From an optimization exercise on the open Yosys and OpenROAD flow, aimed at a short achievable clock period and few clock cycles; shortcuts taken in it are not production practice. The RTL was checked by simulation tests, not by an equivalence proof against the original design. In every run shown here, the design's own scripts or RTL, not TritonCTS, make the clock network. The clock input has no modelled driver; a real chip could not lean on it and would need a root buffer or a full tree. No activity file was given, so power comes from the tool's default toggle rates.

==> flow/design.v, too long to show whole: its modules and the start of the top module <==
// module mul_stage1: 542 lines
// module mul_stage2: 64 lines
// module mul_fa: 4 lines
// module mul_ha: 4 lines
// module mul_x3: 3 lines
// module mul_add: 3 lines
// module core_risc_v: 296 lines
module core_risc_v #(parameter DATA_WIDTH = 32, parameter ADDR_WIDTH = 32)(
	input clk_O,
	input rst,
	output [(ADDR_WIDTH-1):0] PC,
	input [31:0] Instr_out,
	input [(DATA_WIDTH-1):0] data_o_map,
	output MemWrite,
	output MemRead,
	output [(ADDR_WIDTH-1):0] Result,
	output [(DATA_WIDTH-1):0] rd2
);
  // ...
==> flow/flow/run.sh <==
#!/bin/bash
# Layout flow: the standard ORFS flow (standard synthesis unchanged), with
#  - a larger repair_timing setup margin so that the optimiser keeps improving
#    paths that already meet the 25 ns constraint,
#  - unrestricted cell footprints for sizing and buf_4 port buffers,
#  - after global placement, each register that drives an output port moved
#    next to that port's buffer (legalised by the flow's detailed placement),
#  - the clock tree built by flow/clock_tree.tcl (balanced 3-level tree,
#    lower insertion delay than TritonCTS's H-tree) instead of ORFS's CTS;
#    global routing, detailed routing and finishing are ORFS's.
set -uo pipefail
VARS=(SETUP_SLACK_MARGIN=19 MATCH_CELL_FOOTPRINT=0 "BUFFER_PORTS_ARGS=-buffer_cell sky130_fd_sc_hd__buf_4")
RES=$PWD/orfs/results/sky130hd/core_risc_v/base
PLAT=$FLOW_HOME/platforms/sky130hd
bash standard.sh synth > synth.log 2>&1 || exit 1
bash standard.sh 3_3_place_gp "${VARS[@]}" > place_gp.log 2>&1 || exit 1
MOVE_IN=$RES/3_3_place_gp.odb MOVE_OUT=$RES/3_3_place_gp.odb \
  openroad -no_init -exit flow/move_out_ffs.tcl > move.log 2>&1 || exit 1
bash standard.sh place "${VARS[@]}" > place.log 2>&1 || exit 1
DONT_USE=$(sed -n '/^export DONT_USE_CELLS/,/^$/p' $PLAT/config.mk | grep -o 'sky130_fd_sc_hd__[a-z0-9_]*' | sort -u | tr '\n' ' ')
CTS_IN=$RES/3_place.odb CTS_SDC=$RES/3_place.sdc \
CTS_OUT=$RES/4_1_cts.odb CTS_SDC_OUT=$RES/4_cts.sdc \
LEAF_SIZE=17 MIDS=16 ROOTS=4 \
LEAF_CELL=sky130_fd_sc_hd__clkbuf_16 MID_CELL=sky130_fd_sc_hd__clkbuf_16 \
PLATFORM_DIR=$PLAT LIB=$PLAT/lib/sky130_fd_sc_hd__tt_025C_1v80.lib \
DONT_USE="$DONT_USE" SETUP_MARGIN=19 \
  openroad -no_init -exit flow/clock_tree.tcl > clock_tree.log 2>&1 || exit 1
bash standard.sh finish "${VARS[@]}" > layout.log 2>&1
==> flow/flow/clock_tree.tcl <==
# Clock tree for the layout: a balanced three-level tree of clkbuf_16
# (4 root buffers driven by the clock port, MIDS mid buffers, leaf buffers
# each driving about LEAF_SIZE register clock pins).  Groups at every level
# are made by recursive bisection of the placement into equal-size parts,
# and each buffer sits at the centroid of the pins it drives.  Then the rest
# of ORFS's CTS step: legalisation and setup/hold repair.
read_liberty $::env(LIB)
read_db $::env(CTS_IN)
read_sdc $::env(CTS_SDC)
source $::env(PLATFORM_DIR)/setRC.tcl
set_dont_use $::env(DONT_USE)

set db [ord::get_db]
set block [ord::get_db_block]
set bufm [$db findMaster sky130_fd_sc_hd__clkbuf_16]
set leafm [$db findMaster $::env(LEAF_CELL)]
set midm [$db findMaster $::env(MID_CELL)]

set clknet [$block findNet clk_O]
set sinks {}
foreach it [$clknet getITerms] {
  lappend sinks $it
}
puts "clock sinks: [llength $sinks]"

proc centroid { pts } {
  set sx 0; set sy 0; set n [llength $pts]
  foreach p $pts { set sx [expr {$sx + [lindex $p 0]}]; set sy [expr {$sy + [lindex $p 1]}] }
  return [list [expr {$sx / $n}] [expr {$sy / $n}]]
}

# k-means on points {x y}; returns list of cluster index per point
proc kmeans { pts k iters } {
  set n [llength $pts]
  # init: evenly spaced points after sorting by x then y (deterministic)
  set idx [lsort -integer -indices [lmap p $pts { expr {[lindex $p 0] + [lindex $p 1]} }]]
  set cents {}
  for { set c 0 } { $c < $k } { incr c } {
    lappend cents [lindex $pts [lindex $idx [expr {int(($c + 0.5) * $n / $k)}]]]
  }
  set assign [lrepeat $n 0]
  for { set it 0 } { $it < $iters } { incr it } {
    set i 0
    foreach p $pts {
      set px [lindex $p 0]; set py [lindex $p 1]
      set best 0; set bd 1e30; set c 0
      foreach ce $cents {
        set d [expr {abs($px - [lindex $ce 0]) + abs($py - [lindex $ce 1])}]
        if { $d < $bd } { set bd $d; set best $c }
        incr c
      }
      lset assign $i $best
      incr i
    }
    set sums [lrepeat $k {0 0 0}]
    set i 0
    foreach p $pts {
      set c [lindex $assign $i]
      set s [lindex $sums $c]
      lset sums $c [list [expr {[lindex $s 0] + [lindex $p 0]}] [expr {[lindex $s 1] + [lindex $p 1]}] [expr {[lindex $s 2] + 1}]]
      incr i
    }
    set newc {}
    set c 0
    foreach s $sums {
      if { [lindex $s 2] > 0 } {
        lappend newc [list [expr {[lindex $s 0] / [lindex $s 2]}] [expr {[lindex $s 1] / [lindex $s 2]}]]
      } else {
        lappend newc [lindex $cents $c]
      }
      incr c
    }
    set cents $newc
  }
  return [list $assign $cents]
}


# recursive bisection into k groups of (nearly) equal size; pts is a list of
# {x y id}; returns a list of groups (lists of ids)
proc bisect { pts k } {
  if { $k <= 1 } { return [list [lmap p $pts { lindex $p 2 }]] }
  set xs [lmap p $pts { lindex $p 0 }]
  set ys [lmap p $pts { lindex $p 1 }]
  set w [expr {[tcl::mathfunc::max {*}$xs] - [tcl::mathfunc::min {*}$xs]}]
  set h [expr {[tcl::mathfunc::max {*}$ys] - [tcl::mathfunc::min {*}$ys]}]
  set ax [expr {$w >= $h ? 0 : 1}]
  set sorted [lsort -real -index $ax $pts]
  set k1 [expr {$k / 2}]
  set n1 [expr {int(round([llength $pts] * double($k1) / $k))}]
  return [concat [bisect [lrange $sorted 0 [expr {$n1 - 1}]] $k1] [bisect [lrange $sorted $n1 end] [expr {$k - $k1}]]]
}

set pts {}
foreach it $sinks {
  set inst [$it getInst]
  set b [$inst getBBox]
  lappend pts [list [expr {([$b xMin] + [$b xMax]) / 2}] [expr {([$b yMin] + [$b yMax]) / 2}]]
}
set nleaf [expr {int(ceil([llength $sinks] / double($::env(LEAF_SIZE))))}]
set ipts {}
set i 0
foreach p $pts { lappend ipts [list [lindex $p 0] [lindex $p 1] $i]; incr i }
set lassign [lrepeat [llength $pts] 0]
set lcents {}
set c 0
foreach g [bisect $ipts $nleaf] {
  set gp {}
  foreach id $g { lset lassign $id $c; lappend gp [lindex $pts $id] }
  lappend lcents [centroid $gp]
  incr c
}
puts "leaf clusters: $nleaf"

set bcount 0
proc new_buf { name x y {m ""} } {
  global block bufm
  if { $m == "" } { set m $bufm }
  set inst [odb::dbInst_create $block $m $name]
  $inst setLocation [expr {int($x)}] [expr {int($y)}]
  $inst setPlacementStatus PLACED
  return $inst
}
proc new_net { name } {
  global block
  set n [odb::dbNet_create $block $name]
  $n setSigType CLOCK
  return $n
}

# leaf buffers
set leafbufs {}
for { set c 0 } { $c < $nleaf } { incr c } {
  set ce [lindex $lcents $c]
  set b [new_buf "cts_leaf_$c" [lindex $ce 0] [lindex $ce 1] $leafm]
  set n [new_net "cts_leaf_net_$c"]
  [$b findITerm X] connect $n
  lappend leafbufs $b
  lappend leafnets $n
}
set i 0
foreach it $sinks {
  set c [lindex $lassign $i]
  $it disconnect
  $it connect [lindex $leafnets $c]
  incr i
}

# mid buffers: equal-size groups of leaves
proc group_pts { pts k } {
  set ipts {}
  set i 0
  foreach p $pts { lappend ipts [list [lindex $p 0] [lindex $p 1] $i]; incr i }
  set asg [lrepeat [llength $pts] 0]
  set cents {}
  set c 0
  foreach g [bisect $ipts $k] {
    set gp {}
    foreach id $g { lset asg $id $c; lappend gp [lindex $pts $id] }
    lappend cents [centroid $gp]
    incr c
  }
  return [list $asg $cents]
}
lassign [group_pts $lcents $::env(MIDS)] massign mcents
set midbufs {}
set midnets {}
for { set c 0 } { $c < $::env(MIDS) } { incr c } {
  set ce [lindex $mcents $c]
  set b [new_buf "cts_mid_$c" [lindex $ce 0] [lindex $ce 1] $midm]
  set n [new_net "cts_mid_net_$c"]
  [$b findITerm X] connect $n
  lappend midbufs $b
  lappend midnets $n
}
set i 0
foreach b $leafbufs {
  [$b findITerm A] connect [lindex $midnets [lindex $massign $i]]
  incr i
}
lassign [group_pts $mcents $::env(ROOTS)] rassign rcents
set rootnets {}
for { set c 0 } { $c < $::env(ROOTS) } { incr c } {
  set ce [lindex $rcents $c]
  set b [new_buf "cts_root_$c" [lindex $ce 0] [lindex $ce 1]]
  set n [new_net "cts_root_net_$c"]
  [$b findITerm X] connect $n
  [$b findITerm A] connect $clknet
  lappend rootnets $n
}
set i 0
foreach b $midbufs {
  [$b findITerm A] connect [lindex $rootnets [lindex $rassign $i]]
  incr i
}
$clknet setSigType CLOCK

set_propagated_clock [all_clocks]
estimate_parasitics -placement
report_clock_latency -include_internal_latency

set_placement_padding -global -left 0 -right 0
detailed_placement
estimate_parasitics -placement
report_worst_slack -max
report_worst_slack -min
repair_timing -setup_margin $::env(SETUP_MARGIN) -hold_margin 0 -repair_tns 100 -verbose
detailed_placement
check_placement -verbose
estimate_parasitics -placement
report_worst_slack -max
report_worst_slack -min
write_db $::env(CTS_OUT)
write_sdc -no_timestamp $::env(CTS_SDC_OUT)
==> flow/flow/move_out_ffs.tcl <==
# Move each register that drives an output-port buffer next to that buffer,
# so the register-to-port path has a short wire.  Legalised later by the
# flow's detailed placement.
read_db $::env(MOVE_IN)
set block [ord::get_db_block]
set n 0
foreach bterm [$block getBTerms] {
  if { [$bterm getIoType] != "OUTPUT" } { continue }
  set net [$bterm getNet]
  if { $net == "NULL" } { continue }
  set buf ""
  foreach it [$net getITerms] {
    if { [$it isOutputSignal] } { set buf [$it getInst] }
  }
  if { $buf == "" } { continue }
  set ff ""
  foreach it [$buf getITerms] {
    if { [$it isInputSignal] && [$it getNet] != "NULL" } {
      foreach it2 [[$it getNet] getITerms] {
        if { [$it2 isOutputSignal] } { set ff [$it2 getInst] }
      }
    }
  }
  if { $ff == "" } { continue }
  set m [[$ff getMaster] getName]
  if { ![string match "*df*" $m] } { continue }
  set loc [$buf getLocation]
  $ff setLocation [lindex $loc 0] [lindex $loc 1]
  incr n
}
puts "moved $n output registers"
write_db $::env(MOVE_OUT)
==> flow/standard.sh <==
#!/bin/bash
# synth_recipe.tcl (not shown) runs the flow's synth.tcl, then flattens the netlist and writes it again
# the make line also repeats each setting of config.mk as NAME=value (left out here)
make -C /OpenROAD-flow-scripts/flow DESIGN_CONFIG=/design/flow/config.mk WORK_HOME=/design/flow/orfs CLKGATE_MAP_FILE= SYNTH_SCRIPT=/design/flow/synth_recipe.tcl "${@:-finish}"
==> flow/config.mk <==
export PLATFORM = sky130hd
export DESIGN_NAME = core_risc_v
export DESIGN_NICKNAME = core_risc_v
export VERILOG_FILES = /design/flow/design.v
export SDC_FILE = /design/flow/constraint.sdc
export NUM_CORES = 8
export LEC_CHECK = 0
export ABC_CLOCK_PERIOD_IN_PS = 5000
export CAP_MARGIN = 20
export CORE_MARGIN = 2
export CORE_UTILIZATION = 60
export CTS_CLUSTER_DIAMETER = 80
export CTS_CLUSTER_SIZE = 30
export PLACE_DENSITY = 0.7
export SLEW_MARGIN = 20
export SYNTH_HIERARCHICAL = 1
==> flow/constraint.sdc <==
create_clock -name core_clock -period 25.0 [get_ports {clk_O}]
set_input_delay 5.0000 -clock core_clock [delete_from_list [all_inputs] [get_ports {clk_O}]]
set_output_delay 5.0000 -clock core_clock [all_outputs]
set_load 0.01 [all_outputs]
==> results by group, run 1 <==
Setup path
  – Worst EP arrival: 1.09 ns
  – RR Endpoint: res_o[27]
  – CP Max Fanout: 1
  – CP Buf/Inv Count: 1
  – RR Startpoint: srcB_e
  – CP Capture Point: rd2[27]

Timing
  – Final WS setup: 18.91 ns
  – Fin Clk Skew: 0.106 ns
  – Hold slack: 0.325 ns

Layout
  – Multi-In Gates: 6507
  – Non-Filler Instances: 12545
  – Fraction of area in multi-input gates: 0.450
  – Regs by FF count: rf x992, btb_tag x224, btb_tgt x224
  – Fin area: 135000 sq um
  – Register Area: 62200 sq um
  – Antenna diodes: 19
  – Multi-input gate area: 60900 sq um
  – Largest Register: rf

GRT
  – Met1 GRT Util: 0.541
  – Largest net degree at the start of global routing: 120
  – Antenna violations before repair: 36

Placed design
  – Gp weighted congestion: 1.01
  – Pre-CTS WS: 17.95 ns
  – DPL Wire Length: 282000 microns

Status
  – Run status: no timing/DRC/antenna violations

Synthesis
  – Syn Nets: 10624
  – Synthesized instance count: 9873

Drt
  – Vias/cell: 6.87

Clock tree
  – Worst skew pair latency: 0.66 ns
  – Register clock-pin slew on the reported worst setup and hold paths: 0.08 ns

Power
  – Total Power: 10900 uW
  – P_sw: 3870 uW

Floorplanning
  – Die X: 464 microns
Testbench counts, summed over its fixed seeds: cycles 51,191.
==> module core_risc_v, before the edit <==
module core_risc_v #(parameter DATA_WIDTH = 32, parameter ADDR_WIDTH = 32)(
	input clk_O,
	input rst,
	output [(ADDR_WIDTH-1):0] PC,
	input [31:0] Instr_out,
	input [(DATA_WIDTH-1):0] data_o_map,
	output MemWrite,
	output MemRead,
	output [(ADDR_WIDTH-1):0] Result,
	output [(DATA_WIDTH-1):0] rd2
);
localparam [31:0] RESET_PC = 32'h0040_0000;
localparam [31:0] RESET_SP = 32'h7FFF_EFFC;
localparam BTB_N  = 16;                 
localparam BTB_PW = 4;                  
localparam BTB_TW = 14;                 
localparam BTB_LB = 14;                 
reg [31:0] pc_f;
reg        v_d;
reg [31:0] ir_d, pc_d, pn_d;
reg        hit_d;
reg        v_e;
reg [31:0] pc4_e, tgt_e, jchk_e, imm_e, idres_e, op1_e, op2_e;
reg [4:0]  rd_e;
reg        we_e, isB_e, isJAL_e, isJALR_e, isL_e, isS_e, isMul_e, srcB_e;
reg        f3eq_e, f3ne_e, pn_is_pc4_e, pn_is_tgt_e;
reg        f1_e, f2_e;                  
reg [31:0] mop1_en, mop2_en;
reg        mf1_en, mf2_en;
reg [31:0] res_mx;                      
reg        op_add_e, op_sub_e, op_sll_e, op_slt_e, op_sltu_e, op_xor_e,
           op_srl_e, op_or_e, op_and_e, op_id_e;
reg        ctl_e;                       
reg [BTB_TW-1:0] btag_e;
reg [31:0] res_mn, st_m;                
reg [127:0] mrows_m;                    
reg        mr_m, we_m, isMul_m;
reg [31:0] wbv;
reg [4:0]  rd_w;
reg        we_w;
wire [31:0] res_m = ~res_mn;
reg [31:0] pc_o, res_o;
reg        mw_o, mr_o;
reg [4:0]  rd_m;
reg [31:0] rf [1:31];
reg [31:1] rfv;
reg              btb_v   [0:BTB_N-1];
reg [BTB_TW-1:0] btb_tag [0:BTB_N-1];
reg [BTB_LB-1:0] btb_tgt [0:BTB_N-1];
reg              bu_en, bu_v;
reg [BTB_TW-1:0] bu_tag;
reg [BTB_PW-1:0] btb_ptr;               
reg [BTB_LB-1:0] bu_tgt;
assign PC       = pc_o;
assign Result   = res_o;
assign rd2      = st_m;
assign MemWrite = mw_o;
assign MemRead  = mr_o;
wire [BTB_TW-1:0] f_tag = pc_f[2 +: BTB_TW];
reg  [BTB_N-1:0]  f_way;
reg  [BTB_LB-1:0] f_tgt;
integer k;
always @* begin
	f_tgt = {BTB_LB{1'b0}};
	for (k = 0; k < BTB_N; k = k + 1) begin
		f_way[k] = btb_v[k] && (btb_tag[k] == f_tag);
		f_tgt = f_tgt | ({BTB_LB{f_way[k]}} & btb_tgt[k]);
	end
end
wire              f_hit = |f_way;
wire [31:0]       pc4_f = pc_f + 32'd4;
wire [31:0]       pn_f  = f_hit ? {pc_f[31:BTB_LB], f_tgt} : pc4_f;
wire [31:0] mprod_m;
mul_stage2 MUL2(.rows(mrows_m), .p(mprod_m));
wire [31:0] mval = mr_m ? data_o_map : isMul_m ? mprod_m : res_m;
wire [6:0] op_d  = ir_d[6:0];
wire [4:0] rd_d  = ir_d[11:7];
wire [2:0] f3_d  = ir_d[14:12];
wire [4:0] rs1_d = ir_d[19:15];
wire [4:0] rs2_d = ir_d[24:20];
wire       b25_d = ir_d[25];
wire       b30_d = ir_d[30];
wire isR_d     = (op_d == 7'h33);
wire isI_d     = (op_d == 7'h13);
wire isL_d     = (op_d == 7'h03);
wire isS_d     = (op_d == 7'h23);
wire isB_d     = (op_d == 7'h63);
wire isJAL_d   = (op_d == 7'h6F);
wire isJALR_d  = (op_d == 7'h67);
wire isLUI_d   = (op_d == 7'h37);
wire isAUIPC_d = (op_d == 7'h17);
wire [31:0] immI_d = {{20{ir_d[31]}}, ir_d[31:20]};
wire [31:0] immS_d = {{20{ir_d[31]}}, ir_d[31:25], ir_d[11:7]};
wire [31:0] immB_d = {{19{ir_d[31]}}, ir_d[31], ir_d[7], ir_d[30:25], ir_d[11:8], 1'b0};
wire [31:0] immJ_d = {{11{ir_d[31]}}, ir_d[31], ir_d[19:12], ir_d[20], ir_d[30:21], 1'b0};
wire [31:0] immU_d = {ir_d[31:12], 12'b0};
wire [31:0] imm_d = isS_d ? immS_d : immI_d;
wire [31:0] poff_d = isB_d ? immB_d : isJAL_d ? immJ_d : immU_d;
wire [31:0] tgt_d  = pc_d + poff_d;
wire [31:0] pc4_d  = pc_d + 32'd4;
wire we_d   = (isR_d | isI_d | isL_d | isJAL_d | isJALR_d | isLUI_d | isAUIPC_d) & (rd_d != 5'd0);
wire use1_d = isR_d | isI_d | isL_d | isS_d | isB_d | isJALR_d;
wire use2_d = isR_d | isS_d | isB_d;
wire [4:0] sel_d = isR_d ? {b25_d, b30_d, f3_d} : {2'b00, f3_d};
wire alu_d = isR_d | isI_d;
wire op_add_d  = (alu_d & (sel_d == 5'b00000)) | isL_d | isS_d;
wire op_sub_d  = alu_d & (sel_d == 5'b01000);
wire op_sll_d  = alu_d & (sel_d == 5'b00001);
wire op_slt_d  = alu_d & (sel_d == 5'b00010);
wire op_sltu_d = alu_d & (sel_d == 5'b00011);
wire op_xor_d  = alu_d & (sel_d == 5'b00100);
wire op_srl_d  = alu_d & ((sel_d == 5'b00101) | (sel_d == 5'b01101));
wire op_or_d   = alu_d & (sel_d == 5'b00110);
wire op_and_d  = alu_d & (sel_d == 5'b00111);
wire isMul_d   = isR_d & (sel_d == 5'b10000);
wire op_id_d   = isJAL_d | isJALR_d | isLUI_d | isAUIPC_d;
wire [31:0] idres_d = isLUI_d ? immU_d : isAUIPC_d ? tgt_d : pc4_d;
wire [31:0] rr1_d = rfv[rs1_d] ? rf[rs1_d] : (rs1_d == 5'd2) ? RESET_SP : 32'd0;
wire [31:0] rr2_d = rfv[rs2_d] ? rf[rs2_d] : (rs2_d == 5'd2) ? RESET_SP : 32'd0;
wire        bp1_d = we_m && (rd_m == rs1_d);
wire        bp2_d = we_m && (rd_m == rs2_d);
wire        bw1_d = we_w && (rd_w == rs1_d);
wire        bw2_d = we_w && (rd_w == rs2_d);
wire [31:0] op1_d = (rs1_d == 5'd0) ? 32'd0 : bp1_d ? mval : bw1_d ? wbv : rr1_d;
wire [31:0] op2_d = (rs2_d == 5'd0) ? 32'd0 : bp2_d ? mval : bw2_d ? wbv : rr2_d;
wire        f1_d  = we_e && v_e && (rd_e == rs1_d);
wire        f2_d  = we_e && v_e && (rd_e == rs2_d);
wire stall_d = v_d && v_e && we_e && (isL_e || isMul_e) &&
               ((use1_d && rd_e == rs1_d) || (use2_d && rd_e == rs2_d));
wire [31:0] jchk_d = pn_d - imm_d;
wire [31:0] dpn_d    = pn_d - pc_d;
wire pn_is_pc4_d = (dpn_d == 32'd4);
wire pn_is_tgt_d = (dpn_d == poff_d);
wire bcond_d     = isB_d & (f3_d[2:1] == 2'b00);           
wire redir_d     = v_d && !hit_d && (isJAL_d || (bcond_d && immB_d[31]));
wire off4_d      = (poff_d == 32'd4);
wire [31:0] A   = f1_e ? res_m : op1_e;
wire [31:0] B2  = f2_e ? res_m : op2_e;
wire [31:0] B   = srcB_e ? imm_e : B2;
wire [31:0] sum   = A + B;
wire [31:0] diff  = A - B;
wire        lt_u  = (A < B);
wire        lt_s  = (A[31] ^ B[31]) ? A[31] : lt_u;
wire [31:0] shl   = A << B[4:0];
wire [31:0] shr   = A >> B[4:0];
wire [31:0] alu_res =
	({32{op_add_e}}  & sum)  |
	({32{op_sub_e}}  & diff) |
	({32{op_sll_e}}  & shl)  |
	({32{op_slt_e}}  & {31'd0, lt_s}) |
	({32{op_sltu_e}} & {31'd0, lt_u}) |
	({32{op_xor_e}}  & (A ^ B)) |
	({32{op_srl_e}}  & shr)  |
	({32{op_or_e}}   & (A | B)) |
	({32{op_and_e}}  & (A & B)) |
	({32{op_id_e}}   & idres_e);
wire eq_e    = (A == B2);
wire taken_e = isB_e & ((f3eq_e & eq_e) | (f3ne_e & ~eq_e));
wire jmis_e  = (A != jchk_e);
wire mis_e   = v_e && (isB_e    ? (taken_e ? ~pn_is_tgt_e : ~pn_is_pc4_e) :
                       isJALR_e ? jmis_e : isJAL_e ? ~pn_is_tgt_e : ~pn_is_pc4_e);
wire [31:0] rtgt_e = (taken_e | isJAL_e) ? tgt_e : isJALR_e ? sum : pc4_e;
wire [31:0] MA = ~mf1_en ? res_mx : ~mop1_en;
wire [31:0] MB = ~mf2_en ? res_mx : ~mop2_en;
wire [127:0] mrows_e;
mul_stage1 MUL1(.a(MA), .b(MB), .rows(mrows_e));
wire [31:0] pc_nx = mis_e ? rtgt_e : stall_d ? pc_f : redir_d ? tgt_d : pn_f;
always @(posedge clk_O or posedge rst) begin
	if (rst) begin
		pc_f    <= RESET_PC;
		v_d     <= 1'b0;
		v_e     <= 1'b0;
		mr_m    <= 1'b0;
		we_m    <= 1'b0;
		isMul_m <= 1'b0;
		we_w    <= 1'b0;
		bu_en   <= 1'b0;
	end else begin
		pc_f <= pc_nx;
		if (mis_e)
			v_d <= 1'b0;
		else if (!stall_d)
			v_d <= !redir_d;
		v_e <= v_d && !mis_e && !stall_d;
		mr_m    <= v_e && isL_e;
		we_m    <= v_e && we_e;
		isMul_m <= v_e && isMul_e;
		we_w    <= we_m;
		bu_en <= v_e && (ctl_e || ~pn_is_pc4_e);
	end
end
always @(posedge clk_O) begin
	if (!stall_d) begin
		ir_d  <= Instr_out;
		pc_d  <= pc_f;
		pn_d  <= pn_f;
		hit_d <= f_hit;
	end
	begin
		pc4_e     <= pc4_d;
		tgt_e     <= tgt_d;
		jchk_e    <= jchk_d;
		pn_is_pc4_e <= redir_d ? off4_d : pn_is_pc4_d;
		pn_is_tgt_e <= redir_d ? 1'b1 : pn_is_tgt_d;
		imm_e     <= imm_d;
		idres_e   <= idres_d;
		op1_e     <= op1_d;
		op2_e     <= op2_d;
		f1_e      <= f1_d;
		f2_e      <= f2_d;
		mop1_en   <= ~op1_d;
		mop2_en   <= ~op2_d;
		mf1_en    <= ~f1_d;
		mf2_en    <= ~f2_d;
		rd_e      <= rd_d;
		we_e      <= we_d;
		isB_e     <= isB_d;
		isJAL_e   <= isJAL_d;
		isJALR_e  <= isJALR_d;
		isL_e     <= isL_d;
		isS_e     <= isS_d;
		isMul_e   <= isMul_d;
		srcB_e    <= isI_d | isL_d | isS_d | isJALR_d;
		f3eq_e    <= (f3_d == 3'b000);
		f3ne_e    <= (f3_d == 3'b001);
		op_add_e  <= op_add_d;
		op_sub_e  <= op_sub_d;
		op_sll_e  <= op_sll_d;
		op_slt_e  <= op_slt_d;
		op_sltu_e <= op_sltu_d;
		op_xor_e  <= op_xor_d;
		op_srl_e  <= op_srl_d;
		op_or_e   <= op_or_d;
		op_and_e  <= op_and_d;
		op_id_e   <= op_id_d;
		ctl_e     <= isB_d | isJAL_d | isJALR_d;
		btag_e    <= pc_d[2 +: BTB_TW];
	end
	res_mn <= ~alu_res;
	pc_o  <= rst ? RESET_PC : pc_nx;
	res_o  <= rst ? 32'd0 : alu_res;
	res_mx <= alu_res;
	mw_o  <= v_e && isS_e;
	mr_o  <= v_e && isL_e;
	st_m  <= B2;
	rd_m  <= rd_e;
	mrows_m <= mrows_e;
	wbv   <= mval;
	rd_w  <= rd_m;
	bu_tag <= btag_e;
	bu_tgt <= rtgt_e[BTB_LB-1:0];
	bu_v   <= ctl_e & (taken_e | isJALR_e | ~isB_e);
end
always @(posedge clk_O or posedge rst) begin
	if (rst)
		rfv <= 31'd0;
	else if (we_w)
		rfv[rd_w] <= 1'b1;
end
always @(posedge clk_O) begin
	if (we_w)
		rf[rd_w] <= wbv;
end
reg [BTB_N-1:0] u_way;
integer j;
always @* begin
	for (j = 0; j < BTB_N; j = j + 1)
		u_way[j] = btb_v[j] && (btb_tag[j] == bu_tag);
end
wire u_hit = |u_way;
wire u_alloc = bu_en && !u_hit && bu_v;
always @(posedge clk_O or posedge rst) begin
	if (rst) begin
		for (j = 0; j < BTB_N; j = j + 1)
			btb_v[j] <= 1'b0;
		btb_ptr <= {BTB_PW{1'b0}};
	end else begin
		for (j = 0; j < BTB_N; j = j + 1) begin
			if (bu_en && u_way[j])
				btb_v[j] <= bu_v;
			else if (u_alloc && btb_ptr == j)
				btb_v[j] <= 1'b1;
		end
		if (u_alloc)
			btb_ptr <= btb_ptr + 1'b1;
	end
end
always @(posedge clk_O) begin
	for (j = 0; j < BTB_N; j = j + 1) begin
		if ((bu_en && u_way[j]) || (u_alloc && btb_ptr == j)) begin
			btb_tag[j] <= bu_tag;
			btb_tgt[j] <= bu_tgt;
		end
	end
end
endmodule
==> run 2, diff against run 1 <==
--- a/flow/design.v
+++ b/flow/design.v
@@ -663,7 +663,6 @@
 reg        mw_o, mr_o;
 reg [4:0]  rd_m;
 reg [31:0] rf [1:31];
-reg [31:1] rfv;
 reg              btb_v   [0:BTB_N-1];
 reg [BTB_TW-1:0] btb_tag [0:BTB_N-1];
 reg [BTB_LB-1:0] btb_tgt [0:BTB_N-1];
@@ -735,8 +734,8 @@
 wire isMul_d   = isR_d & (sel_d == 5'b10000);
 wire op_id_d   = isJAL_d | isJALR_d | isLUI_d | isAUIPC_d;
 wire [31:0] idres_d = isLUI_d ? immU_d : isAUIPC_d ? tgt_d : pc4_d;
-wire [31:0] rr1_d = rfv[rs1_d] ? rf[rs1_d] : (rs1_d == 5'd2) ? RESET_SP : 32'd0;
-wire [31:0] rr2_d = rfv[rs2_d] ? rf[rs2_d] : (rs2_d == 5'd2) ? RESET_SP : 32'd0;
+wire [31:0] rr1_d = rf[rs1_d];
+wire [31:0] rr2_d = rf[rs2_d];
 wire        bp1_d = we_m && (rd_m == rs1_d);
 wire        bp2_d = we_m && (rd_m == rs2_d);
 wire        bw1_d = we_w && (rd_w == rs1_d);
@@ -871,15 +870,14 @@
 	bu_tgt <= rtgt_e[BTB_LB-1:0];
 	bu_v   <= ctl_e & (taken_e | isJALR_e | ~isB_e);
 end
+integer r;
 always @(posedge clk_O or posedge rst) begin
-	if (rst)
-		rfv <= 31'd0;
-	else if (we_w)
-		rfv[rd_w] <= 1'b1;
-end
-always @(posedge clk_O) begin
-	if (we_w)
+	if (rst) begin
+		for (r = 1; r < 32; r = r + 1)
+			rf[r] <= (r == 2) ? RESET_SP : 32'd0;
+	end else if (we_w) begin
 		rf[rd_w] <= wbv;
+	end
 end
 reg [BTB_N-1:0] u_way;
 integer j;
==> run 2 against run 1 <==
Net effect:
- wire length grew 27%
- die area is essentially flat
- clock power is essentially flat
- via count grew 21%
==> results by group, run 2 <==
Layout
  – Final Util: 0.649
  – Regs by FF count: rf x992, btb_tag x224, btb_tgt x224
  – Most frequent cells in the layout: 1034 x mux2_2, 1016 x dfrtp_1, 662 x xnor2_1
  – Nets: 11999
  – Max FFs per register: 992
  – Layout area overhead: 7.25%
  – Fraction of layout cells with a size suffix above 1: 0.190
  – Largest Register: rf
  – Commonest non-fill, non-tap cell in the layout: mux2_2
  – Non-Filler Instances: 14094 (+12%)
  – Fillers: 16279

Floorplanning
  – Die height: 464 microns
  – # rows: 168
  – Initial Utilization: 0.605
  – Die X: 464 microns (about the same)
  – Ports: 164
  – Core ar.: 210000 sq um
  – Die Area: 215000 sq um

Min path
  – Hold Crit Class: register to register
  – Hold Path Cell Cnt: 0

Timing
  – Final WS setup: 18.90 ns (-0.0107 ns)
  – Worst slew margin: 0.0960
  – Final Hold Violating Endpoints: 0
  – Final min period: 6.10 ns
  – RSZ-0062 raised after global routing: true
  – Fin Setup TNS: 0 ns
  – Hold slack: 0.328 ns (+0.00359 ns)
  – Highest clock rate: 0.164 GHz
  – Final period util: 0.244
  – Max-slew violation count: 0
  – Setup violators final: 0
  – Fin Clk Skew: 0.0989 ns (-0.00711 ns)
  – Worst-margin pin slew: 1.35 ns

Synthesis
  – Synth warn: 11
  – Post-synthesis area per instance: 11.0 sq um
  – Synthesized instance count: 11551 (+17%)
  – Synthesized area: 127000 sq um
  – Syn Nets: 12286 (+16%)

Setup path
  – CP Buf/Inv Count: 1 (unchanged)
  – Reg2Reg Depth: 18
  – Crit-path cells: buf_6
  – CP Max Fanout: 1 (unchanged)
  – Stages on the worst setup path: 1
  – Slowest CP cell: dfxtp_2
  – Worst EP arrival: 1.10 ns (about the same)
  – Worst setup EP type: output port
  – Critical setup path kind: register to output port
  – Critical path's top delay family: flip-flops
  – Startpoint types: register
  – Max stage delay on crit path: 0.35 ns
  – Critical Path RT: 20.00 ns

Drt
  – Via Count: 104506
  – Drt drc: 0
  – Starting DRT DRC Count: 18495
  – Vias/cell: 7.41 (+8.0%)
  – Post-Route WL: 531000 microns
  – Initial DRT Pass Iterations: 11
  – Final antenna-violating net count: 0
  – DR WL/cell: 37.7 microns

GRT
  – Total Routing Usage GR: 0.478
  – Grt ovf: 0
  – Antenna violations before repair: 35 (-2.8%)
  – Largest net degree at the start of global routing: 92 (-23%)
  – Vias in the first global route: 101628
  – First-pass GRT wire length: 743000 microns

Placed design
  – Pre-CTS WS: 15.60 ns (-2.34 ns)
  – DPL Wire Length: 339000 microns (+20%)
  – Port Buffers: 163
  – Gp weighted congestion: 1.04 (+3.0%)
  – Inst Count DP: 13892

Power
  – Total power per unit cell area: 68.4 nW/um^2
  – Leak: 0.0587 uW
  – Peak supply drop: 0.127 mV

Clock tree
  – Worst skew pair latency: 0.67 ns (about the same)
  – Register clock-pin slew on the reported worst setup and hold paths: 0.07 ns (about the same)

Run
  – Max Cap Violations: 0

Status
  – Run status: no timing/DRC/antenna violations
==> run 2: routing by layer <==
metal | track usage | routed length (microns)
met1 | 0.610 | 190000
met2 | 0.679 | 218000
met3 | 0.167 | 74200
met4 | 0.332 | 48000
met5 | 0.00869 | 494
==> run 2: area by class of cell <==
| type | instances | area (sq um) | area share |
|---|---|---|---|
| inverter | 364 | 1370 | 0.0101 |
| antenna | 27 | 67.6 | 0.000496 |
| timing repair buffer | 502 | 4630 | 0.0340 |
| multi-input combinational | 7978 | 66500 | 0.488 |
| tap | 2805 | 3510 | 0.0258 |
| buffer | 154 | 3850 | 0.0283 |
| sequential | 2264 | 56200 | 0.413 |
==> run 2: worst paths after layout <==
path	startpoint	to	slack (ns)
hold / removal	btag_e[1]	bu_tag[1]	0.33
hold reg to reg	btag_e[1]	bu_tag[1]	0.33
max in group asynchronous	rst	rf[2][11]	19.00
setup / recovery	st_m[20]	rd2[20]	18.90
setup reg to reg	f2_e	res_o[19]	19.06
min in group asynchronous	rst	rf[7][15]	4.82
==> run 2: through the flow <==
| step | area (sq um) | power, uW |
|---|---|---|
| after floorplan | 127000 | 6000 |
| after global placement | 131000 | 6860 |
| final | 136000 | 9320 |
| after global routing | 136000 | 9580 |
| after detailed placement | 131000 | 6900 |
==> run 2: where the power goes <==
part	total (uW)	internal [uW]	leakage, uW	switching, uW
clock network	2370	1090	0.00190	1270
registers	4410	4110	0.0252	297
logic	2540	923	0.0316	1620
total	9320	6130	0.0587	3190
Testbench counts of run 2, summed over its fixed seeds: cycles 51,191.
==> run 3, diff against run 2 <==
--- a/flow/design.v
+++ b/flow/design.v
@@ -663,6 +663,7 @@
 reg        mw_o, mr_o;
 reg [4:0]  rd_m;
 reg [31:0] rf [1:31];
+reg [31:1] rfv;
 reg              btb_v   [0:BTB_N-1];
 reg [BTB_TW-1:0] btb_tag [0:BTB_N-1];
 reg [BTB_LB-1:0] btb_tgt [0:BTB_N-1];
@@ -734,8 +735,14 @@
 wire isMul_d   = isR_d & (sel_d == 5'b10000);
 wire op_id_d   = isJAL_d | isJALR_d | isLUI_d | isAUIPC_d;
 wire [31:0] idres_d = isLUI_d ? immU_d : isAUIPC_d ? tgt_d : pc4_d;
-wire [31:0] rr1_d = rf[rs1_d];
-wire [31:0] rr2_d = rf[rs2_d];
+wire [31:0] rd1_d = rf[rs1_d];
+wire [31:0] rd2_d = rf[rs2_d];
+wire        rv1_d = (rs1_d != 5'd0) && rfv[rs1_d];
+wire        rv2_d = (rs2_d != 5'd0) && rfv[rs2_d];
+wire [31:0] rz1_d = (rs1_d == 5'd2) ? RESET_SP : 32'd0;
+wire [31:0] rz2_d = (rs2_d == 5'd2) ? RESET_SP : 32'd0;
+wire [31:0] rr1_d = rv1_d ? rd1_d : rz1_d;
+wire [31:0] rr2_d = rv2_d ? rd2_d : rz2_d;
 wire        bp1_d = we_m && (rd_m == rs1_d);
 wire        bp2_d = we_m && (rd_m == rs2_d);
 wire        bw1_d = we_w && (rd_w == rs1_d);
@@ -746,13 +753,27 @@
 wire        f2_d  = we_e && v_e && (rd_e == rs2_d);
 wire stall_d = v_d && v_e && we_e && (isL_e || isMul_e) &&
                ((use1_d && rd_e == rs1_d) || (use2_d && rd_e == rs2_d));
-wire [31:0] jchk_d = pn_d - imm_d;
+wire [31:0] jchk_d = pn_d - immI_d;
 wire [31:0] dpn_d    = pn_d - pc_d;
 wire pn_is_pc4_d = (dpn_d == 32'd4);
 wire pn_is_tgt_d = (dpn_d == poff_d);
 wire bcond_d     = isB_d & (f3_d[2:1] == 2'b00);           
-wire redir_d     = v_d && !hit_d && (isJAL_d || (bcond_d && immB_d[31]));
 wire off4_d      = (poff_d == 32'd4);
+wire raw1_d = !bp1_d && !bw1_d && !f1_d;
+wire raw2_d = !bp2_d && !bw2_d && !f2_d;
+wire eq_dd  = (rd1_d == rd2_d);
+wire eq_1z  = (rd1_d == rz2_d);
+wire eq_z2  = (rz1_d == rd2_d);
+wire eq_zz  = (rs1_d == 5'd2) == (rs2_d == 5'd2);
+wire eqr_d  = rv1_d ? (rv2_d ? eq_dd : eq_1z) : (rv2_d ? eq_z2 : eq_zz);
+wire brdy_d = bcond_d && raw1_d && raw2_d;
+wire btk_d  = f3_d[0] ? ~eqr_d : eqr_d;
+wire rjal_d  = isJAL_d && !pn_is_tgt_d;
+wire rbr_d   = brdy_d && (btk_d ? !pn_is_tgt_d : !pn_is_pc4_d);
+wire rbtfn_d = bcond_d && !brdy_d && !hit_d && immB_d[31];
+wire redir_d = v_d && (rjal_d || rbr_d || rbtfn_d);
+wire rnt_d   = rbr_d && !btk_d;             
+wire [31:0] rdt_d = rnt_d ? pc4_d : tgt_d;
 wire [31:0] A   = f1_e ? res_m : op1_e;
 wire [31:0] B2  = f2_e ? res_m : op2_e;
 wire [31:0] B   = srcB_e ? imm_e : B2;
@@ -783,7 +804,7 @@
 wire [31:0] MB = ~mf2_en ? res_mx : ~mop2_en;
 wire [127:0] mrows_e;
 mul_stage1 MUL1(.a(MA), .b(MB), .rows(mrows_e));
-wire [31:0] pc_nx = mis_e ? rtgt_e : stall_d ? pc_f : redir_d ? tgt_d : pn_f;
+wire [31:0] pc_nx = mis_e ? rtgt_e : stall_d ? pc_f : redir_d ? rdt_d : pn_f;
 always @(posedge clk_O or posedge rst) begin
 	if (rst) begin
 		pc_f    <= RESET_PC;
@@ -819,8 +840,8 @@
 		pc4_e     <= pc4_d;
 		tgt_e     <= tgt_d;
 		jchk_e    <= jchk_d;
-		pn_is_pc4_e <= redir_d ? off4_d : pn_is_pc4_d;
-		pn_is_tgt_e <= redir_d ? 1'b1 : pn_is_tgt_d;
+		pn_is_pc4_e <= redir_d ? (rnt_d | off4_d) : pn_is_pc4_d;
+		pn_is_tgt_e <= redir_d ? (~rnt_d | off4_d) : pn_is_tgt_d;
 		imm_e     <= imm_d;
 		idres_e   <= idres_d;
 		op1_e     <= op1_d;
@@ -870,14 +891,15 @@
 	bu_tgt <= rtgt_e[BTB_LB-1:0];
 	bu_v   <= ctl_e & (taken_e | isJALR_e | ~isB_e);
 end
-integer r;
 always @(posedge clk_O or posedge rst) begin
-	if (rst) begin
-		for (r = 1; r < 32; r = r + 1)
-			rf[r] <= (r == 2) ? RESET_SP : 32'd0;
-	end else if (we_w) begin
+	if (rst)
+		rfv <= 31'd0;
+	else if (we_w)
+		rfv[rd_w] <= 1'b1;
+end
+always @(posedge clk_O) begin
+	if (we_w)
 		rf[rd_w] <= wbv;
-	end
 end
 reg [BTB_N-1:0] u_way;
 integer j;
==> run 3 against run 2 <==
Net effect:
- die area rose by 1.9%
- maximum frequency fell by 0.58%
- sequential share of layout area rose by 3.3 points
- largest power group unchanged
- global-route usage fell by 4.7 points
- critical endpoint is now rd2[8]
- sequential power rose by 7.5%
- final cell count fell by 0.60%
- sequential cell count rose by 41
- hold slack got worse by 0.0095 ns
- area after synthesis rose by 1.9%
- via count fell by 5.7%
==> results by group, run 3 <==
Layout
  – Largest Register: rf
  – Final Util: 0.651 (+0.00229)
  – Register Area: 62200 sq um (+11%)
  – Max FFs per register: 992 (unchanged)
  – Layout area overhead: 7.82%
  – Nets: 11908 (-0.76%)
  – Commonest non-fill, non-tap cell in the layout: edfxtp_1
  – Multi-input gate area: 63100 sq um (-5.1%)
  – Fillers: 16203 (-0.47%)
  – Fin area: 140000 sq um (+2.5%)
  – Most frequent cells in the layout: 1537 x edfxtp_1, 774 x mux2i_1, 697 x xnor2_1
  – Regs by FF count: rf x992, btb_tag x224, btb_tgt x224
  – Fraction of layout cells with a size suffix above 1: 0.126 (-0.0644)

Synthesis
  – Synth warn: 10 (-1)
  – Post-synthesis area per instance: 11.5 sq um (+4.4%)
  – Synthesized area: 129000 sq um (+1.9%)
  – Synthesized instance count: 11274 (-2.4%)
  – Syn Nets: 12026 (-2.1%)

Placed design
  – Port Buffers: 163 (unchanged)
  – Placed cell area: 133000 sq um (+1.7%)
  – Gp weighted congestion: 1.02 (-1.9%)
  – DPL Wire Length: 321000 microns (-5.1%)

Run
  – Max Cap Violations: 0 (unchanged)

Floorplanning
  – Die height: 468 microns (+0.95%)
  – Die X: 468 microns (+0.95%)
  – Initial Utilization: 0.604 (-0.00103)
  – Die Area: 219000 sq um (+1.9%)
  – Ports: 164 (unchanged)
  – Core ar.: 214000 sq um (+2.1%)
  – # rows: 170 (+1.2%)

Drt
  – Initial DRT Pass Iterations: 9 (-2)
  – Post-Route WL: 486000 microns (-8.4%)
  – DR WL/cell: 34.7 microns (-7.8%)
  – Via Count: 98547 (-5.7%)
  – Starting DRT DRC Count: 14539 (-21%)
  – Final antenna-violating net count: 0 (unchanged)
  – Vias/cell: 7.03 (-5.1%)
  – Drt drc: 0 (unchanged)

Power
  – Leak: 0.0541 uW (-7.9%)
  – Total power per unit cell area: 75.1 nW/um^2 (+9.8%)
  – Peak supply drop: 0.167 mV (+32%)
  – Total Power: 10500 uW (+12%)

Status
  – Run status: no timing/DRC/antenna violations

GRT
  – Busiest grt layer: met2
  – First-pass GRT wire length: 682000 microns (-8.2%)
  – Met2 Track Usage GR: 0.641 (-0.0387)
  – Largest net degree at the start of global routing: 83 (-9.8%)
  – Vias in the first global route: 95540 (-6.0%)
  – Grt ovf: 0 (unchanged)
  – Antenna violations before repair: 29 (-17%)
  – Met1 GRT Util: 0.571 (-0.0386)
  – Total Routing Usage GR: 0.431 (-0.0470)
  – Met3 usage: 0.109 (-0.0579)

Setup path
  – CP Max Fanout: 1 (unchanged)
  – Max stage delay on crit path: 0.33 ns (-0.02 ns)
  – Critical setup path kind: register to output port
  – CP Buf/Inv Count: 1 (unchanged)
  – Worst setup EP type: output port
  – Critical path's top delay family: flip-flops
  – Startpoint types: register
  – Crit-path cells: buf_6
  – Worst EP arrival: 1.13 ns (+0.03 ns)
  – Critical Path RT: 20.00 ns (about the same)
  – Slowest CP cell: dfxtp_2

Clock tree
  – Register clock-pin slew on the reported worst setup and hold paths: 0.09 ns (+0.02 ns)
  – Worst skew pair latency: 0.70 ns (+0.03 ns)

Timing
  – Final min period: 6.13 ns (+0.0353 ns)
  – Fin Clk Skew: 0.105 ns (+0.00608 ns)
  – Fin Setup TNS: 0 ns (unchanged)
  – Worst slew margin: 0.142 (+0.0459)
  – Highest clock rate: 0.163 GHz (-0.58%)
  – Setup violators final: 0 (unchanged)
  – Max-slew violation count: 0 (unchanged)
  – Final period util: 0.245 (+0.00141)
  – Final Hold Violating Endpoints: 0 (unchanged)
  – RSZ-0062 raised after global routing: true
  – Worst-margin pin slew: 1.29 ns (-0.0585 ns)

Min path
  – Hold Crit Class: register to register
## run 3: cell count changes in the layout (fill, tap and decap cells not counted), sizes merged, moves of 139 or more
cell and delta:
a221oi -163, o21ai +166, dfrtp -933, a21oi +140, nand3 +139, a22o -168, mux2 -972, mux4 +167
a22oi -299, mux2i +550, edfxtp +992
## run 3: area by class of cell
class	count	share of cell area
multi-input cells	7744	0.452
inverters	402	0.0110
well taps	2838	0.0254
plain buffers	156	0.0280
repair buffers	547	0.0372
flip-flops and latches	2305	0.446
diodes	18	0.000323
## run 3: per-stage QoR
stage	hold WS [ns]	std cells	worst slack, ns
2_1_floorplan	0.310	11274	19.01
3_3_place_gp	0.312	13751	16.69
3_5_place_dp	0.312	13752	16.16
5_1_grt	0.324	13995	18.86
6_report	0.319	14010	18.87
## run 3: final timing paths
check / slack (ns) / depth (start not counted) / end / startpoint
worst max-delay path: 18.87 / 1 / rd2[8] / st_m[8]
worst min register to register: 0.32 / 0 / bu_tag[5] / btag_e[5]
worst min-delay path: 0.32 / 0 / bu_tag[5] / btag_e[5]
worst max register to register: 18.90 / 19 / pc_o[0] / register
min in group asynchronous: 4.39 / 2 / pc_f[14] / rst
max in group asynchronous: 19.88 / 3 / btb_v[10] / rst
## run 3: power breakdown
| part | internal (uW) | switching (uW) |
|---|---|---|
| sequential | 4430 | 304 |
| clock | 1110 | 1260 |
| combinational | 1200 | 2180 |
| total | 6740 | 3740 |
## run 3: layer usage
| layer | vias to the layer above | wire (microns) |
|---|---|---|
| met3 | 1666 | 61100 |
| met5 | - | 131 |
| met1 | 48809 | 178000 |
| met2 | 7331 | 210000 |
| met4 | 20 | 37000 |
| li1 | 40721 | - |
Testbench counts of run 3, summed over its fixed seeds: cycles 50,989.
==> run 4, diff against run 3 <==
--- a/flow/design.v
+++ b/flow/design.v
@@ -768,12 +768,16 @@
 wire eqr_d  = rv1_d ? (rv2_d ? eq_dd : eq_1z) : (rv2_d ? eq_z2 : eq_zz);
 wire brdy_d = bcond_d && raw1_d && raw2_d;
 wire btk_d  = f3_d[0] ? ~eqr_d : eqr_d;
+wire jrdy_d = isJALR_d && raw1_d;
+wire jok_d  = rv1_d ? (rd1_d == jchk_d) : (rz1_d == jchk_d);
+wire [31:0] jt_d = rr1_d + immI_d;
 wire rjal_d  = isJAL_d && !pn_is_tgt_d;
 wire rbr_d   = brdy_d && (btk_d ? !pn_is_tgt_d : !pn_is_pc4_d);
 wire rbtfn_d = bcond_d && !brdy_d && !hit_d && immB_d[31];
-wire redir_d = v_d && (rjal_d || rbr_d || rbtfn_d);
+wire rjr_d   = jrdy_d && !jok_d;
+wire redir_d = v_d && (rjal_d || rbr_d || rbtfn_d || rjr_d);
 wire rnt_d   = rbr_d && !btk_d;             
-wire [31:0] rdt_d = rnt_d ? pc4_d : tgt_d;
+wire [31:0] rdt_d = rjr_d ? jt_d : rnt_d ? pc4_d : tgt_d;
 wire [31:0] A   = f1_e ? res_m : op1_e;
 wire [31:0] B2  = f2_e ? res_m : op2_e;
 wire [31:0] B   = srcB_e ? imm_e : B2;
@@ -839,7 +843,7 @@
 	begin
 		pc4_e     <= pc4_d;
 		tgt_e     <= tgt_d;
-		jchk_e    <= jchk_d;
+		jchk_e    <= (redir_d && rjr_d) ? rr1_d : jchk_d;
 		pn_is_pc4_e <= redir_d ? (rnt_d | off4_d) : pn_is_pc4_d;
 		pn_is_tgt_e <= redir_d ? (~rnt_d | off4_d) : pn_is_tgt_d;
 		imm_e     <= imm_d;
==> run 4 against run 3 <==
Net effect:
- still clean
- utilization increased by 0.74 points
- largest power group unchanged
- critical endpoint is now pc_o[21]
- sequential share of layout area is 1.4 points lower
- area after synthesis grew 1.8%
- final cell count is 1.6% higher
- critical path depth increased by 17
- clock power about the same
- highest routed layer unchanged
- critical path type is now register to register
==> results by group, run 4 <==
Min path
  – Hold Crit Class: register to register
  – Hold endpoint: bu_tag[11]
  – Worst Min Path Start: btag_e[11]
  – Hold Path Cell Cnt: 0 (unchanged)

Layout
  – Max FFs per register: 992 (unchanged)
  – Fillers: 16383 (+1.1%)
  – Fraction of layout cells with a size suffix above 1: 0.157 (+0.0315)
  – Largest Register: rf
  – Regs by FF count: rf x992, btb_tag x224, btb_tgt x224
  – Nets: 12131 (+1.9%)
  – Final Util: 0.658 (+0.00739)
  – Layout area overhead: 9.42%
  – Commonest non-fill, non-tap cell in the layout: edfxtp_1
  – Most frequent cells in the layout: 1537 x edfxtp_1, 709 x xnor2_1, 621 x nor2_1

Drt
  – Starting DRT DRC Count: 16209 (+11%)
  – Post-Route WL: 515000 microns (+5.8%)
  – DR WL/cell: 36.2 microns (+4.2%)
  – Drt drc: 0 (unchanged)
  – Initial DRT Pass Iterations: 7 (-2)
  – Vias/cell: 7.22 (+2.7%)
  – Via Count: 102799 (+4.3%)
  – Final antenna-violating net count: 0 (unchanged)

Status
  – Run status: no timing/DRC/antenna violations

Setup path
  – Critical setup path kind: register to register
  – RR Endpoint: pc_o[21]
  – Slowest CP cell: nor2b_1
  – Critical path's top delay family: simple AND/OR/NAND/NOR gates
  – Reg2Reg Depth: 18 (-1)
  – Startpoint types: register
  – Critical Path RT: 25.47 ns (+5.47 ns)
  – Worst EP arrival: 6.63 ns (+5.50 ns)
  – CP Buf/Inv Count: 3 (+2)
  – R2R setup slack: 18.84 ns (-0.06 ns)
  – Worst setup EP type: register
  – Most used cell, CP: buf_4
  – Max stage delay on crit path: 0.85 ns (+0.52 ns)
  – Crit-path cells: buf_4 > nor2b_1 > and2_1 > a22oi_1 > nand4_1 > nand2b_1 > a31oi_1 > a2111o_1 > nor4_4 > a31oi_4 > buf_4 > xnor2_4 > nand3_2 > and3_4 > a21oi_4 > buf_6 > mux2i_1 > a2111oi_4
  – CP Max Fanout: 31 (+30)

Placed design
  – Port Buffers: 163 (unchanged)
  – DPL Wire Length: 348000 microns (+8.2%)
  – Gp weighted congestion: 1.04 (+1.5%)

Timing
  – Fin Setup TNS: 0 ns (unchanged)
  – Worst slew margin: 0.120 (-0.0222)
  – Worst-margin pin slew: 1.28 ns (-0.00342 ns)
  – Setup violators final: 0 (unchanged)
  – Highest clock rate: 0.162 GHz (-0.42%)
  – RSZ-0062 raised after global routing: true
  – Fin Clk Skew: 0.138 ns (+0.0333 ns)
  – Hold slack: 0.327 ns (+0.00824 ns)
  – Final Hold Violating Endpoints: 0 (unchanged)
  – Max-slew violation count: 0 (unchanged)
  – Final min period: 6.16 ns (+0.0259 ns)
  – Final period util: 0.246 (+0.00104)

Synthesis
  – Synth warn: 10 (unchanged)
  – Synthesized area: 132000 sq um (+1.8%)
  – Post-synthesis area per instance: 11.6 sq um (+1.3%)
  – Syn Nets: 12118 (+0.77%)
  – Synthesized instance count: 11335 (+0.54%)

Power
  – Total power per unit cell area: 81.7 nW/um^2 (+8.8%)
  – Peak supply drop: 0.0718 mV (-57%)
  – Total Power: 11800 uW (+12%)
  – Leak: 0.0551 uW (+1.9%)

GRT
  – Grt ovf: 0 (unchanged)
  – Total Routing Usage GR: 0.447 (+0.0156)
  – First-pass GRT wire length: 719000 microns (+5.4%)
  – Largest net degree at the start of global routing: 73 (-12%)
  – Antenna violations before repair: 39 (+34%)
  – Vias in the first global route: 98738 (+3.3%)

Floorplanning
  – # rows: 172 (+1.2%)
  – Core ar.: 219000 sq um (+2.2%)
  – Die X: 473 microns (+0.90%)
  – Ports: 164 (unchanged)
  – Initial Utilization: 0.602 (-0.00208)
  – Die height: 473 microns (+0.90%)
  – Die Area: 223000 sq um (+1.8%)

Run
  – Max Cap Violations: 0 (unchanged)

Clock tree
  – Worst skew pair latency: 0.68 ns (-0.02 ns)
  – Register clock-pin slew on the reported worst setup and hold paths: 0.08 ns (about the same)
## run 4: worst max-delay path by stage
stage	start	end	depth (start not counted)
2_1_floorplan	rst	pc_o[19]	3
3_3_place_gp	register	pc_o[7]	20
3_5_place_dp	register	pc_o[25]	17
5_1_grt	register	pc_o[31]	25
6_report	register	pc_o[21]	18
## run 4: metrics by stage
step	setup slack (ns)	instance area, sq um	instances
global placement	17.06	136000	13874
detailed placement	16.29	136000	13875
finish	18.84	144000	14233
global route	18.76	144000	14217
floorplan	17.95	132000	11335
## run 4: per-layer routing
| metal | GRT usage | share of wire |
|---|---|---|
| met5 | 0 | 0.00045 |
| met4 | 0.288 | 0.083 |
| met2 | 0.659 | 0.43 |
| met1 | 0.590 | 0.36 |
| met3 | 0.113 | 0.13 |
## run 4: area by class of cell
cell class,count,area [sq um],area share
Timing Repair inverter,1,5.00,0.0000347
Inverter,466,1790,0.0124
Antenna cell,16,40.0,0.000278
Tap cell,2871,3590,0.0249
Buffer,156,3900,0.0271
Timing Repair Buffer,676,6390,0.0443
Multi-Input combinational cell,7742,66300,0.460
Sequential cell,2305,62200,0.431
## run 4: where the power goes
| part | switching [uW] | internal [uW] |
|---|---|---|
| logic | 2890 | 1600 |
| clock network | 1270 | 1110 |
| registers | 397 | 4510 |
Testbench counts of run 4, summed over its fixed seeds: cycles 50,867.

-- afterwards: timing with drivers on the ports --
Ports are ideal in the flow. The routed layouts listed here were re-timed in OpenROAD. Step 1 assumes that a clkbuf_16 drives the clock port and a buf_2 every other input. Step 2 times the ports against the registers' clock, not the clock port: input delays grow and output delays shrink by t, the midpoint of the rising clock arrivals with the driver on. Slacks: no drivers / after step 1 / after step 2; pairs: no drivers / after step 1.
| run | t (ns) | slack for setup (ns) | hold slack, ns | worst setup path after step 2 | worst slew at a driven data input, ns |
|---|---|---|---|---|---|
| run 1 | 0.799 | 18.915 / 18.722 / 18.520 | 0.325 / 0.325 / 0.325 | input to register | 0.20 |
| run 2 | 0.828 | 18.904 / 18.698 / 18.344 | 0.328 / 0.328 / 0.328 | input, reset recovery | 0.11 |
| run 3 | 0.827 | 18.869 / 18.685 / 18.284 | 0.319 / 0.319 / 0.319 | input to register | 0.23 |
| run 4 | 0.833 | 18.843 / 18.648 / 18.378 | 0.327 / 0.327 / 0.327 | input to register | 0.09 |
After both steps every run listed still meets setup and hold. The setup slack of run 3, which loses most, moves by -0.184 ns with the drivers and by -0.585 ns with both steps. The worst setup slack also covers recovery checks on asynchronous resets.
